Context: an optimization exercise on an open-source flow, tuned for small area and a short achievable clock period. The choices shown serve that exercise and are no tape-out recipe. Where RTL was checked, it was by simulation tests only, not by an equivalence proof against the original. Power and IR drop assume default switching activity.

==> flow/design.v <==
module pipe_stage #(parameter W = 1, parameter EN = 1) (
    input clock,
    input [W-1:0] d,
    output [W-1:0] q
);
    generate if (EN) begin : g_reg
        reg [W-1:0] r;
        always @(posedge clock) r <= d;
        assign q = r;
    end else begin : g_wire
        assign q = d;
    end endgenerate
endmodule
module valid_stage #(parameter EN = 1) (
    input clock,
    input reset,
    input d,
    output q
);
    generate if (EN) begin : g_reg
        reg r;
        always @(posedge clock or posedge reset)
            if (reset) r <= 1'b0;
            else       r <= d;
        assign q = r;
    end else begin : g_wire
        assign q = d;
    end endgenerate
endmodule
module fp_adder_16_bit (
    input clock,
    input reset,
    input in_valid,
    input [15:0] operand_a,
    input [15:0] operand_b,
    input final_operation,
    output reg out_valid,
    output reg [15:0] result,
    output reg overflow_flag,
    output reg underflow_flag,
    output reg zero_flag,
    output reg infinity_flag,
    output reg NaN_flag
);
    localparam S1 = 1;    
    localparam S2 = 1;    
    localparam S3 = 1;    
    localparam S4 = 1;    
    localparam S5 = 1;    
    wire        sa = operand_a[15], sb = operand_b[15];
    wire [4:0]  ea = operand_a[14:10], eb = operand_b[14:10];
    wire [9:0]  fa = operand_a[9:0],  fb = operand_b[9:0];
    wire        ha = |fa, hb = |fb;
    wire ea_max = &ea, eb_max = &eb;
    wire inf_c  = (ea_max & ~ha) | (eb_max & ~hb);
    wire nan_c  = (ea_max & ha) | (eb_max & hb);
    wire [5:0]  ediff = {1'b0, ea} - {1'b0, eb};      
    wire        e_lt  = ediff[5];
    wire        e_eq  = (ea == eb);
    wire        f_lt  = (fa < fb);
    wire [4:0]  bexp  = e_lt ? eb : ea;
    wire        flush = e_lt | (ediff[4:0] > 5'd11);
    wire [3:0]  sh    = ediff[3:0];
    wire [9:0]  fa_1, fb_1;
    wire        ha_1, hb_1, sa_1, sb_1, e_lt_1, e_eq_1, f_lt_1;
    wire [4:0]  bexp_1;
    wire [3:0]  sh_1;
    wire        flush_1, fop_1, inf_1, nan_1, v_1;
    pipe_stage #(.W(40), .EN(S1)) r1 (clock,
        {fa, fb, ha, hb, sa, sb, e_lt, e_eq, f_lt, bexp, sh, flush, final_operation, inf_c, nan_c},
        {fa_1, fb_1, ha_1, hb_1, sa_1, sb_1, e_lt_1, e_eq_1, f_lt_1, bexp_1, sh_1, flush_1, fop_1, inf_1, nan_1});
    valid_stage #(.EN(S1)) rv1 (clock, reset, in_valid, v_1);
    wire [10:0] ma_1  = {ha_1, fa_1}, mb_1 = {hb_1, fb_1};
    wire        op_1   = fop_1 ^ sa_1 ^ sb_1;
    wire        zero_1 = ~ha_1 & ~hb_1;
    wire        bsel  = e_eq_1 ? f_lt_1 : e_lt_1;
    wire        sign_1 = bsel ? sb_1 : sa_1;
    wire [10:0] big_1 = bsel ? mb_1 : ma_1;
    wire [13:0] lx    = {mb_1, 3'b000};
    wire [13:0] shx   = lx >> sh_1;
    wire [13:0] smask = ~(14'h3fff << (sh_1 + 4'd2));    
    wire        stk   = |(lx & smask);
    wire        fstk  = e_lt_1 ? ha_1 : hb_1;
    wire [13:0] al    = flush_1 ? {13'd0, fstk} :
                        (e_eq_1 & f_lt_1) ? {ma_1, 3'b000} : {shx[13:1], stk};
    wire [13:0] ax    = al ^ {14{op_1}};
    wire [2:0]  r_lo  = op_1 ? (3'd0 - al[2:0]) : al[2:0];
    wire        c3    = op_1 & ~|al[2:0];
    wire        keep  = ~op_1 & ~fop_1;              
    wire [10:0] big_2, axh_2;
    wire [2:0]  r_lo_2;
    wire [4:0]  bexp_2;
    wire        c3_2, keep_2, sign_2, zero_2, inf_2, nan_2, v_2;
    pipe_stage #(.W(36), .EN(S2)) r2 (clock,
        {big_1, ax[13:3], r_lo, c3, keep, bexp_1, sign_1, zero_1, inf_1, nan_1},
        {big_2, axh_2, r_lo_2, c3_2, keep_2, bexp_2, sign_2, zero_2, inf_2, nan_2});
    valid_stage #(.EN(S2)) rv2 (clock, reset, v_1, v_2);
    wire [11:0] hi  = {1'b0, big_2} + {1'b0, axh_2} + {11'd0, c3_2};
    wire        as_ = hi[11] & keep_2;
    wire [13:0] R   = {hi[10:0], r_lo_2};
    wire [13:0] R_3;
    wire [4:0]  bexp_3;
    wire        as_3, sign_3, zero_3, inf_3, nan_3, v_3;
    pipe_stage #(.W(24), .EN(S3)) r3 (clock,
        {R, as_, bexp_2, sign_2, zero_2, inf_2, nan_2},
        {R_3, as_3, bexp_3, sign_3, zero_3, inf_3, nan_3});
    valid_stage #(.EN(S3)) rv3 (clock, reset, v_2, v_3);
    wire [14:0] T = {as_3, R_3};
    reg  [3:0]  s;
    integer i;
    always @(*) begin
        s = 4'd1;
        for (i = 0; i < 14; i = i + 1)
            if (R_3[i]) s = 4'd14 - i;
        if (as_3) s = 4'd0;
    end
    wire [14:0] tsh = T << {s[3:2], 2'b00};          
    wire [13:0] tsh_4;
    wire [3:0]  s_4;
    wire [4:0]  bexp_4;
    wire        sign_4, zero_4, inf_4, nan_4, v_4;
    pipe_stage #(.W(27), .EN(S4)) r4 (clock,
        {tsh[13:0], s, bexp_3, sign_3, zero_3, inf_3, nan_3},
        {tsh_4, s_4, bexp_4, sign_4, zero_4, inf_4, nan_4});
    valid_stage #(.EN(S4)) rv4 (clock, reset, v_3, v_4);
    wire [13:0] fsh = tsh_4 << s_4[1:0];
    wire [12:0] nm_4 = fsh[13:1];
    wire [4:0]  ne  = bexp_4 + 5'd1 - {1'b0, s_4};
    wire [9:0]  M   = nm_4[12:3];
    wire        inc = nm_4[2] & (nm_4[1] | nm_4[0] | nm_4[3]);
    wire [9:0]  pre;
    genvar k;
    generate for (k = 0; k < 10; k = k + 1) begin : g_pre
        if (k == 0) begin : g0
            assign pre[k] = 1'b1;
        end else begin : gk
            assign pre[k] = &M[k-1:0];
        end
    end endgenerate
    wire [9:0]  mr  = M ^ (pre & {10{inc}});
    wire        m_all1 = &M;
    wire        m_zero = ~|M;
    wire        m_1ff  = (M == 10'h1ff);
    wire        m_200  = (M == 10'h200);
    wire        wr  = inc ? m_1ff : m_200;           
    wire        mrz = inc ? m_all1 : m_zero;         
    wire [9:0]  mr_5;
    wire [4:0]  ne0;
    wire        wr_5, mrz_5, sign_5, zero_5, inf_5, nan_5, v_5;
    pipe_stage #(.W(21), .EN(S5)) r5 (clock,
        {mr, wr, mrz, ne, sign_4, zero_4, inf_4, nan_4},
        {mr_5, wr_5, mrz_5, ne0, sign_5, zero_5, inf_5, nan_5});
    valid_stage #(.EN(S5)) rv5 (clock, reset, v_4, v_5);
    wire [4:0]  ne1 = ne0 + 5'd1;
    wire        ovf = wr_5 ? (ne0 == 5'd30) : (ne0 == 5'd31);
    wire        unf = (ne0 == 5'd0) & mrz_5;
    wire [4:0]  ex  = wr_5 ? ne1 : ne0;
    wire [9:0]  mo  = ovf ? 10'd0 : wr_5 ? 10'd1 : mr_5;
    wire [4:0]  xo  = (inf_5 | nan_5) ? 5'h1f : ex;
    wire [9:0]  fo  = inf_5 ? 10'd0 : nan_5 ? 10'h3ff : mo;
    always @(posedge clock) begin
        result         <= {sign_5, xo, fo};
        overflow_flag  <= ovf;
        underflow_flag <= unf;
        zero_flag      <= zero_5;
        infinity_flag  <= inf_5;
        NaN_flag       <= nan_5;
    end
    always @(posedge clock or posedge reset)
        if (reset) out_valid <= 1'b0;
        else       out_valid <= v_5;
endmodule
make LEC_CHECK=0 CAP_MARGIN=20 CORE_MARGIN=2 CORE_UTILIZATION=40 CTS_BUF_LIST=sky130_fd_sc_hd__clkbuf_8 CTS_CLUSTER_SIZE=40 SETUP_SLACK_MARGIN=1.5 SLEW_MARGIN=20 finish   # period 3.5 ns
run.sh (not shown) runs the stock make flow with config.mk's settings and CLKGATE_MAP_FILE= SYNTH_SCRIPT=/design/flow/synth_recipe.tcl, a recipe that flattens the netlist after the stock synthesis.
The first run ran to the end with no violations.
Rerun with:
--- a/flow/design.v
+++ b/flow/design.v
@@ -145,28 +145,30 @@
     wire        wr  = inc ? m_1ff : m_200;           
     wire        mrz = inc ? m_all1 : m_zero;         
+    wire [4:0]  ne1 = bexp_4 + 5'd2 - {1'b0, s_4};
+    wire        ovf = wr ? (ne == 5'd30) : (ne == 5'd31);
+    wire        unf = (ne == 5'd0) & mrz;
+    wire [4:0]  ex  = wr ? ne1 : ne;
+    wire        special = inf_4 | nan_4;
+    wire        f_ones  = nan_4 & ~inf_4;               
+    wire        sel_mr  = ~special & ~ovf & ~wr;        
+    wire        f_one   = ~special & ~ovf & wr;         
     wire [9:0]  mr_5;
-    wire [4:0]  ne0;
-    wire        wr_5, mrz_5, sign_5, zero_5, inf_5, nan_5, v_5;
-    pipe_stage #(.W(21), .EN(S5)) r5 (clock,
-        {mr, wr, mrz, ne, sign_4, zero_4, inf_4, nan_4},
-        {mr_5, wr_5, mrz_5, ne0, sign_5, zero_5, inf_5, nan_5});
+    wire [4:0]  ex_5;
+    wire        special_5, f_ones_5, sel_mr_5, f_one_5;
+    wire        ovf_5, unf_5, sign_5, zero_5, inf_5, nan_5, v_5;
+    pipe_stage #(.W(25), .EN(S5)) r5 (clock,
+        {mr, ex, special, f_ones, sel_mr, f_one, ovf, unf, sign_4, zero_4, inf_4, nan_4},
+        {mr_5, ex_5, special_5, f_ones_5, sel_mr_5, f_one_5, ovf_5, unf_5, sign_5, zero_5, inf_5, nan_5});
     valid_stage #(.EN(S5)) rv5 (clock, reset, v_4, v_5);
-    wire [4:0]  ne1 = ne0 + 5'd1;
-    wire        ovf = wr_5 ? (ne0 == 5'd30) : (ne0 == 5'd31);
-    wire        unf = (ne0 == 5'd0) & mrz_5;
-    wire [4:0]  ex  = wr_5 ? ne1 : ne0;
-    wire [9:0]  mo  = ovf ? 10'd0 : wr_5 ? 10'd1 : mr_5;
-    wire [4:0]  xo  = (inf_5 | nan_5) ? 5'h1f : ex;
-    wire [9:0]  fo  = inf_5 ? 10'd0 : nan_5 ? 10'h3ff : mo;
-    always @(posedge clock) begin
-        result         <= {sign_5, xo, fo};
-        overflow_flag  <= ovf;
-        underflow_flag <= unf;
-        zero_flag      <= zero_5;
-        infinity_flag  <= inf_5;
-        NaN_flag       <= nan_5;
+    wire [9:0]  fo = {10{f_ones_5}} | ({10{sel_mr_5}} & mr_5) | {9'd0, f_one_5};
+    wire [4:0]  xo = ex_5 | {5{special_5}};
+    always @(*) begin
+        result         = {sign_5, xo, fo};
+        overflow_flag  = ovf_5;
+        underflow_flag = unf_5;
+        zero_flag      = zero_5;
+        infinity_flag  = inf_5;
+        NaN_flag       = nan_5;
+        out_valid      = v_5;
     end
-    always @(posedge clock or posedge reset)
-        if (reset) out_valid <= 1'b0;
-        else       out_valid <= v_5;
 endmodule
After rerunning: Power barely changes. Clock power came out lower by about 10%. Critical path depth falls by 4. Routed wire length barely changes. Worst setup slack is worse by 430 ps. Synthesized area came out lower by 6.1%. Design area falls by 2.7%.
No run of this note included a check of the RTL's function; only the layout flow was run.

== job 8428 ==
RTL: the design.v shown in full above, as it stands there.
Settings: LEC_CHECK=0, CAP_MARGIN=20, CORE_MARGIN=2, CORE_UTILIZATION=40, CTS_BUF_LIST=sky130_fd_sc_hd__clkbuf_8, CTS_CLUSTER_SIZE=40, SETUP_SLACK_MARGIN=1.3, SLEW_MARGIN=20; clock period 3.5 ns.
### job 8428 -> job 3612
--- a/flow/design.v
+++ b/flow/design.v
@@ -80,27 +80,23 @@
     wire [13:0] shx   = lx >> sh_1;
     wire [13:0] smask = ~(14'h3fff << (sh_1 + 4'd2));    
     wire        stk   = |(lx & smask);
     wire        fstk  = e_lt_1 ? ha_1 : hb_1;
     wire [13:0] al    = flush_1 ? {13'd0, fstk} :
                         (e_eq_1 & f_lt_1) ? {ma_1, 3'b000} : {shx[13:1], stk};
-    wire [13:0] ax    = al ^ {14{op_1}};
-    wire [2:0]  r_lo  = op_1 ? (3'd0 - al[2:0]) : al[2:0];
-    wire        c3    = op_1 & ~|al[2:0];
-    wire        keep  = ~op_1 & ~fop_1;              
-    wire [10:0] big_2, axh_2;
-    wire [2:0]  r_lo_2;
+    wire [10:0] big_2;
+    wire [13:0] al_2;
     wire [4:0]  bexp_2;
-    wire        c3_2, keep_2, sign_2, zero_2, inf_2, nan_2, v_2;
+    wire        sign_2, op_2, fop_2, zero_2, inf_2, nan_2, v_2;
     pipe_stage #(.W(36), .EN(S2)) r2 (clock,
-        {big_1, ax[13:3], r_lo, c3, keep, bexp_1, sign_1, zero_1, inf_1, nan_1},
-        {big_2, axh_2, r_lo_2, c3_2, keep_2, bexp_2, sign_2, zero_2, inf_2, nan_2});
+        {big_1, al, bexp_1, sign_1, op_1, fop_1, zero_1, inf_1, nan_1},
+        {big_2, al_2, bexp_2, sign_2, op_2, fop_2, zero_2, inf_2, nan_2});
     valid_stage #(.EN(S2)) rv2 (clock, reset, v_1, v_2);
-    wire [11:0] hi  = {1'b0, big_2} + {1'b0, axh_2} + {11'd0, c3_2};
-    wire        as_ = hi[11] & keep_2;
-    wire [13:0] R   = {hi[10:0], r_lo_2};
+    wire [14:0] s3  = {1'b0, big_2, 3'b000} + {1'b0, al_2 ^ {14{op_2}}} + {14'd0, op_2};
+    wire        as_ = s3[14] & ~op_2 & ~fop_2;    
+    wire [13:0] R   = s3[13:0];
     wire [13:0] R_3;
     wire [4:0]  bexp_3;
     wire        as_3, sign_3, zero_3, inf_3, nan_3, v_3;
     pipe_stage #(.W(24), .EN(S3)) r3 (clock,
         {R, as_, bexp_2, sign_2, zero_2, inf_2, nan_2},
         {R_3, as_3, bexp_3, sign_3, zero_3, inf_3, nan_3});
@@ -111,23 +107,22 @@
     always @(*) begin
         s = 4'd1;
         for (i = 0; i < 14; i = i + 1)
             if (R_3[i]) s = 4'd14 - i;
         if (as_3) s = 4'd0;
     end
-    wire [14:0] tsh = T << {s[3:2], 2'b00};          
-    wire [13:0] tsh_4;
+    wire [14:0] tsh = T << s;
+    wire [12:0] nm  = tsh[13:1];
+    wire [12:0] nm_4;
     wire [3:0]  s_4;
     wire [4:0]  bexp_4;
     wire        sign_4, zero_4, inf_4, nan_4, v_4;
-    pipe_stage #(.W(27), .EN(S4)) r4 (clock,
-        {tsh[13:0], s, bexp_3, sign_3, zero_3, inf_3, nan_3},
-        {tsh_4, s_4, bexp_4, sign_4, zero_4, inf_4, nan_4});
+    pipe_stage #(.W(26), .EN(S4)) r4 (clock,
+        {nm, s, bexp_3, sign_3, zero_3, inf_3, nan_3},
+        {nm_4, s_4, bexp_4, sign_4, zero_4, inf_4, nan_4});
     valid_stage #(.EN(S4)) rv4 (clock, reset, v_3, v_4);
-    wire [13:0] fsh = tsh_4 << s_4[1:0];
-    wire [12:0] nm_4 = fsh[13:1];
     wire [4:0]  ne  = bexp_4 + 5'd1 - {1'b0, s_4};
     wire [9:0]  M   = nm_4[12:3];
     wire        inc = nm_4[2] & (nm_4[1] | nm_4[0] | nm_4[3]);
     wire [9:0]  pre;
     genvar k;
     generate for (k = 0; k < 10; k = k + 1) begin : g_pre
==> comparison <==
Between job 8428 and job 3612, the flow reports synthesized net count increasing by a little under 10%. Job 8428 → job 3612: setup slack fell 0.073 ns; part of the cycle the worst path needs rose 2.1 points; number of combinational gates with multiple inputs rose about 14%. On job 3612: count of instances resized after the clock tree is built is 16 lower than what job 8428 gave. Summary of job 3612 over job 8428: clock buffer count in the final layout shows an increase of 1, number of rows in the core area grew by 2.1%, critical path depth now sits at about the same level, sum of buffers and inverters on the critical path went up by 1, final-layout clock-cell area share fell by 0.65 points. Max freq job 8428 -> job 3612: degraded. Job 3612 — critical path data arrival time 0.17 ns higher, job 8428 as reference.
No run of this note included a check of the RTL's function; only the layout flow was run.

oak:
Another version of the RTL of fp_adder_16_bit (not shown whole).
For scale: roughly 710 cells after synthesis, ~160 flip-flops.
==> module fp_adder_16_bit, before the edit <==
module fp_adder_16_bit (
    input clock,
    input reset,
    input in_valid,
    input [15:0] operand_a,
    input [15:0] operand_b,
    input final_operation,
    output reg out_valid,
    output reg [15:0] result,
    output reg overflow_flag,
    output reg underflow_flag,
    output reg zero_flag,
    output reg infinity_flag,
    output reg NaN_flag
);
    localparam S1 = 1;    
    localparam S2 = 1;    
    localparam S3 = 1;    
    localparam S4 = 1;    
    wire        sa = operand_a[15], sb = operand_b[15];
    wire [4:0]  ea = operand_a[14:10], eb = operand_b[14:10];
    wire [9:0]  fa = operand_a[9:0],  fb = operand_b[9:0];
    wire        ha = |fa, hb = |fb;
    wire ea_max = &ea, eb_max = &eb;
    wire zero_c = ~ha & ~hb;
    wire inf_c  = (ea_max & ~ha) | (eb_max & ~hb);
    wire nan_c  = (ea_max & ha) | (eb_max & hb);
    wire [5:0]  ediff = {1'b0, ea} - {1'b0, eb};      
    wire        e_lt  = ediff[5];
    wire        e_eq  = (ea == eb);
    wire        f_lt  = (fa < fb);
    wire [4:0]  bexp  = e_lt ? eb : ea;
    wire        flush = e_lt | (ediff[4:0] > 5'd11);
    wire [3:0]  sh    = ediff[3:0];
    wire        op    = final_operation ^ sa ^ sb;
    wire [9:0]  fa_1, fb_1;
    wire        ha_1, hb_1, sa_1, sb_1, e_lt_1, e_eq_1, f_lt_1;
    wire [4:0]  bexp_1;
    wire [3:0]  sh_1;
    wire        flush_1, op_1, fop_1, zero_1, inf_1, nan_1, v_1;
    pipe_stage #(.W(42), .EN(S1)) r1 (clock,
        {fa, fb, ha, hb, sa, sb, e_lt, e_eq, f_lt, bexp, sh, flush, op, final_operation, zero_c, inf_c, nan_c},
        {fa_1, fb_1, ha_1, hb_1, sa_1, sb_1, e_lt_1, e_eq_1, f_lt_1, bexp_1, sh_1, flush_1, op_1, fop_1, zero_1, inf_1, nan_1});
    valid_stage #(.EN(S1)) rv1 (clock, reset, in_valid, v_1);
    wire [10:0] ma_1  = {ha_1, fa_1}, mb_1 = {hb_1, fb_1};
    wire        bsel  = e_eq_1 ? f_lt_1 : e_lt_1;
    wire        sign_1 = bsel ? sb_1 : sa_1;
    wire [10:0] big_1 = bsel ? mb_1 : ma_1;
    wire [13:0] lx    = {mb_1, 3'b000};
    wire [13:0] shx   = lx >> sh_1;
    wire [13:0] smask = ~(14'h3fff << (sh_1 + 4'd2));    
    wire        stk   = |(lx & smask);
    wire        fstk  = e_lt_1 ? ha_1 : hb_1;
    wire [13:0] al    = flush_1 ? {13'd0, fstk} :
                        (e_eq_1 & f_lt_1) ? {ma_1, 3'b000} : {shx[13:1], stk};
    wire [10:0] big_2;
    wire [13:0] al_2;
    wire [4:0]  bexp_2;
    wire        sign_2, op_2, fop_2, zero_2, inf_2, nan_2, v_2;
    pipe_stage #(.W(36), .EN(S2)) r2 (clock,
        {big_1, al, bexp_1, sign_1, op_1, fop_1, zero_1, inf_1, nan_1},
        {big_2, al_2, bexp_2, sign_2, op_2, fop_2, zero_2, inf_2, nan_2});
    valid_stage #(.EN(S2)) rv2 (clock, reset, v_1, v_2);
    wire [14:0] s3  = {1'b0, big_2, 3'b000} + {1'b0, al_2 ^ {14{op_2}}} + {14'd0, op_2};
    wire        as_ = s3[14] & ~op_2 & ~fop_2;    
    wire [13:0] R   = s3[13:0];
    wire [13:0] R_3;
    wire [4:0]  bexp_3;
    wire        as_3, sign_3, zero_3, inf_3, nan_3, v_3;
    pipe_stage #(.W(24), .EN(S3)) r3 (clock,
        {R, as_, bexp_2, sign_2, zero_2, inf_2, nan_2},
        {R_3, as_3, bexp_3, sign_3, zero_3, inf_3, nan_3});
    valid_stage #(.EN(S3)) rv3 (clock, reset, v_2, v_3);
    reg  [3:0]  lz;
    integer i;
    always @(*) begin
        lz = 4'd0;
        for (i = 0; i < 14; i = i + 1)
            if (R_3[i]) lz = 4'd13 - i;
    end
    wire [12:0] nm = as_3 ? R_3[13:1] : (R_3[12:0] << lz);
    wire [12:0] nm_4;
    wire [3:0]  lz_4;
    wire [4:0]  bexp_4;
    wire        as_4, sign_4, zero_4, inf_4, nan_4, v_4;
    pipe_stage #(.W(27), .EN(S4)) r4 (clock,
        {nm, lz, bexp_3, as_3, sign_3, zero_3, inf_3, nan_3},
        {nm_4, lz_4, bexp_4, as_4, sign_4, zero_4, inf_4, nan_4});
    valid_stage #(.EN(S4)) rv4 (clock, reset, v_3, v_4);
    wire [4:0]  ne0 = as_4 ? bexp_4 + 5'd1 : bexp_4 - {1'b0, lz_4};
    wire [4:0]  ne1 = ne0 + 5'd1;
    wire [9:0]  M   = nm_4[12:3];
    wire        inc = nm_4[2] & (nm_4[1] | nm_4[0] | nm_4[3]);
    wire [9:0]  pre;
    genvar k;
    generate for (k = 0; k < 10; k = k + 1) begin : g_pre
        if (k == 0) begin : g0
            assign pre[k] = 1'b1;
        end else begin : gk
            assign pre[k] = &M[k-1:0];
        end
    end endgenerate
    wire [9:0]  mr  = M ^ (pre & {10{inc}});
    wire        m_all1 = &M;
    wire        m_zero = ~|M;
    wire        m_1ff  = (M == 10'h1ff);
    wire        m_200  = (M == 10'h200);
    wire        wr  = inc ? m_1ff : m_200;           
    wire        mrz = inc ? m_all1 : m_zero;         
    wire        ovf = wr ? (ne0 == 5'd30) : (ne0 == 5'd31);
    wire        unf = (ne0 == 5'd0) & mrz;
    wire [4:0]  ex  = wr ? ne1 : ne0;
    wire [9:0]  mo  = ovf ? 10'd0 : wr ? 10'd1 : mr;
    wire [4:0]  xo  = (inf_4 | nan_4) ? 5'h1f : ex;
    wire [9:0]  fo  = inf_4 ? 10'd0 : nan_4 ? 10'h3ff : mo;
    always @(posedge clock) begin
        result         <= {sign_4, xo, fo};
        overflow_flag  <= ovf;
        underflow_flag <= unf;
        zero_flag      <= zero_4;
        infinity_flag  <= inf_4;
        NaN_flag       <= nan_4;
    end
    always @(posedge clock or posedge reset)
        if (reset) out_valid <= 1'b0;
        else       out_valid <= v_4;
endmodule
Settings: LEC_CHECK=0, CAP_MARGIN=20, CORE_MARGIN=2, CORE_UTILIZATION=40, SETUP_SLACK_MARGIN=1.0, SLEW_MARGIN=20; clock period 3.5 ns.
Changes in pine relative to oak:
==> flow/design.v, changed modules only <==
module fp_adder_16_bit (
    input clock,
    input reset,
    input in_valid,
    input [15:0] operand_a,
    input [15:0] operand_b,
    input final_operation,
    output reg out_valid,
    output reg [15:0] result,
    output reg overflow_flag,
    output reg underflow_flag,
    output reg zero_flag,
    output reg infinity_flag,
    output reg NaN_flag
);
    localparam S1 = 1;    
    localparam S2 = 1;    
    localparam S3 = 1;    
    localparam S4 = 1;    
    wire        sa = operand_a[15], sb = operand_b[15];
    wire [4:0]  ea = operand_a[14:10], eb = operand_b[14:10];
    wire [9:0]  fa = operand_a[9:0],  fb = operand_b[9:0];
    wire        ha = |fa, hb = |fb;
    wire [10:0] ma = {ha, fa}, mb = {hb, fb};
    wire ea_max = &ea, eb_max = &eb;
    wire zero_c = ~ha & ~hb;
    wire inf_c  = (ea_max & ~ha) | (eb_max & ~hb);
    wire nan_c  = (ea_max & ha) | (eb_max & hb);
    wire [5:0]  ediff = {1'b0, ea} - {1'b0, eb};      
    wire        e_eq  = (ea == eb);
    wire        f_lt  = (fa < fb);
    wire        bsel  = e_eq ? f_lt : ediff[5];
    wire        sign  = bsel ? sb : sa;
    wire [4:0]  bexp  = ediff[5] ? eb : ea;
    wire [10:0] big   = bsel ? mb : ma;
    wire [10:0] lil   = bsel ? ma : mb;
    wire        flush = ediff[5] | (ediff[4:0] > 5'd11);
    wire [3:0]  sh    = ediff[3:0];
    wire        op    = final_operation ^ sa ^ sb;
    wire [10:0] big_1, lil_1;
    wire [4:0]  bexp_1;
    wire [3:0]  sh_1;
    wire        flush_1, sign_1, op_1, fop_1, zero_1, inf_1, nan_1, v_1;
    pipe_stage #(.W(38), .EN(S1)) r1 (clock,
        {big, lil, bexp, sh, flush, sign, op, final_operation, zero_c, inf_c, nan_c},
        {big_1, lil_1, bexp_1, sh_1, flush_1, sign_1, op_1, fop_1, zero_1, inf_1, nan_1});
    valid_stage #(.EN(S1)) rv1 (clock, reset, in_valid, v_1);
    wire [13:0] lx    = {lil_1, 3'b000};
    wire [13:0] shx   = lx >> sh_1;
    wire [13:0] smask = ~(14'h3fff << (sh_1 + 4'd2));    
    wire        stk   = |(lx & smask);
    wire [13:0] al    = flush_1 ? {13'd0, |lil_1} : {shx[13:1], stk};
    wire [10:0] big_2;
    wire [13:0] al_2;
    wire [4:0]  bexp_2;
    wire        sign_2, op_2, fop_2, zero_2, inf_2, nan_2, v_2;
    pipe_stage #(.W(36), .EN(S2)) r2 (clock,
        {big_1, al, bexp_1, sign_1, op_1, fop_1, zero_1, inf_1, nan_1},
        {big_2, al_2, bexp_2, sign_2, op_2, fop_2, zero_2, inf_2, nan_2});
    valid_stage #(.EN(S2)) rv2 (clock, reset, v_1, v_2);
    wire [14:0] s3  = {1'b0, big_2, 3'b000} + {1'b0, al_2 ^ {14{op_2}}} + {14'd0, op_2};
    wire        as_ = s3[14] & ~op_2 & ~fop_2;    
    wire [13:0] R   = s3[13:0];
    wire [13:0] R_3;
    wire [4:0]  bexp_3;
    wire        as_3, sign_3, zero_3, inf_3, nan_3, v_3;
    pipe_stage #(.W(24), .EN(S3)) r3 (clock,
        {R, as_, bexp_2, sign_2, zero_2, inf_2, nan_2},
        {R_3, as_3, bexp_3, sign_3, zero_3, inf_3, nan_3});
    valid_stage #(.EN(S3)) rv3 (clock, reset, v_2, v_3);
    reg  [3:0]  lz;
    integer i;
    always @(*) begin
        lz = 4'd0;
        for (i = 0; i < 14; i = i + 1)
            if (R_3[i]) lz = 4'd13 - i;
    end
    wire [12:0] nm = as_3 ? R_3[13:1] : (R_3[12:0] << lz);
    wire [12:0] nm_4;
    wire [3:0]  lz_4;
    wire [4:0]  bexp_4;
    wire        as_4, sign_4, zero_4, inf_4, nan_4, v_4;
    pipe_stage #(.W(27), .EN(S4)) r4 (clock,
        {nm, lz, bexp_3, as_3, sign_3, zero_3, inf_3, nan_3},
        {nm_4, lz_4, bexp_4, as_4, sign_4, zero_4, inf_4, nan_4});
    valid_stage #(.EN(S4)) rv4 (clock, reset, v_3, v_4);
    wire [4:0]  ne0 = as_4 ? bexp_4 + 5'd1 : bexp_4 - {1'b0, lz_4};
    wire [4:0]  ne1 = ne0 + 5'd1;
    wire [9:0]  M   = nm_4[12:3];
    wire        inc = nm_4[2] & (nm_4[1] | nm_4[0] | nm_4[3]);
    wire [9:0]  pre;
    genvar k;
    generate for (k = 0; k < 10; k = k + 1) begin : g_pre
        if (k == 0) begin : g0
            assign pre[k] = 1'b1;
        end else begin : gk
            assign pre[k] = &M[k-1:0];
        end
    end endgenerate
    wire [9:0]  mr  = M ^ (pre & {10{inc}});
    wire        m_all1 = &M;
    wire        m_zero = ~|M;
    wire        m_1ff  = (M == 10'h1ff);
    wire        m_200  = (M == 10'h200);
    wire        wr  = inc ? m_1ff : m_200;           
    wire        mrz = inc ? m_all1 : m_zero;         
    wire        ovf = wr ? (ne0 == 5'd30) : (ne0 == 5'd31);
    wire        unf = (ne0 == 5'd0) & mrz;
    wire [4:0]  ex  = wr ? ne1 : ne0;
    wire [9:0]  mo  = ovf ? 10'd0 : wr ? 10'd1 : mr;
    wire [4:0]  xo  = (inf_4 | nan_4) ? 5'h1f : ex;
    wire [9:0]  fo  = inf_4 ? 10'd0 : nan_4 ? 10'h3ff : mo;
    always @(posedge clock) begin
        result         <= {sign_4, xo, fo};
        overflow_flag  <= ovf;
        underflow_flag <= unf;
        zero_flag      <= zero_4;
        infinity_flag  <= inf_4;
        NaN_flag       <= nan_4;
    end
    always @(posedge clock or posedge reset)
        if (reset) out_valid <= 1'b0;
        else       out_valid <= v_4;
endmodule
--- outcome ---
pine vs. oak: row count went down 2.1%; vertical die dimension went down 0.45%.
The cell area after layout reported for pine is greater than that of oak by about 1.2%.
pine: worst-path maximum fanout is 4 higher than what oak reported.
Relative to oak, count of clock-buffer cells in the layout has gone up in pine.
Compared with oak, pine shows a combinational cell fraction of total power that is 0.4 points lower.
Taking oak as the reference, in pine number of nets at the end of the flow went down; multiplexer share of the synthesized area went up.
CTS sink count ended up about 2.6% lower on pine than on oak.
The start point of the critical path comes out operand_a[12] in one run and r4.g_reg.r[10]$_DFF_P_ in the other, namely in pine and oak respectively.
Against oak, pre-CTS setup slack in pine came out worse.
oak reports its timing endpoint of the critical path as result[7]$_SDFF_PP0_ while pine reports r1.g_reg.r[21]$_DFF_P_.
Cell count along the critical path in pine is 2 below oak.
Relative to oak, the basic-gate share of the synthesized area counting and, or, nand and nor cells of pine is lower by 0.71 points.
Only the layout flow was run in pine; the RTL was not checked for function there.

-- what the ideal ports hide --
The flow's constraints put no driver on any port. The routed layouts listed below were extracted and timed again, unchanged, in two steps. Step 1, drivers: a clkbuf_16 drives clock and a buf_2 each remaining input, both assumed. Step 2 times the ports against the registers' clock, not the clock port: input delays grow and output delays shrink by t, the midpoint of the rising clock arrivals with the driver on. Three values: ideal ports, drivers, drivers and shift; two values: the first two.
| run | t, ns | setup slack, ns | worst setup path after step 2 |
|---|---|---|---|
| the first run of note 1 | 0.484 | 1.341 / 1.341 / 1.033 | input to register |
| the second run of note 1 | 0.474 | 0.909 / 0.909 / 0.909 | register to register |
| job 8428 | 0.478 | 1.280 / 1.280 / 0.899 | input to register |
| job 3612 | 0.491 | 1.207 / 1.207 / 0.848 | input to register |
| oak | 0.455 | 1.057 / 1.057 / 0.706 | input to register |
| pine | 0.462 | 0.972 / 0.982 / 0.521 | input to register |
After both steps setup and hold are still met in every run listed. For pine, which loses most, drivers alone change the setup slack by +0.010 ns; drivers and shift together by -0.451 ns.
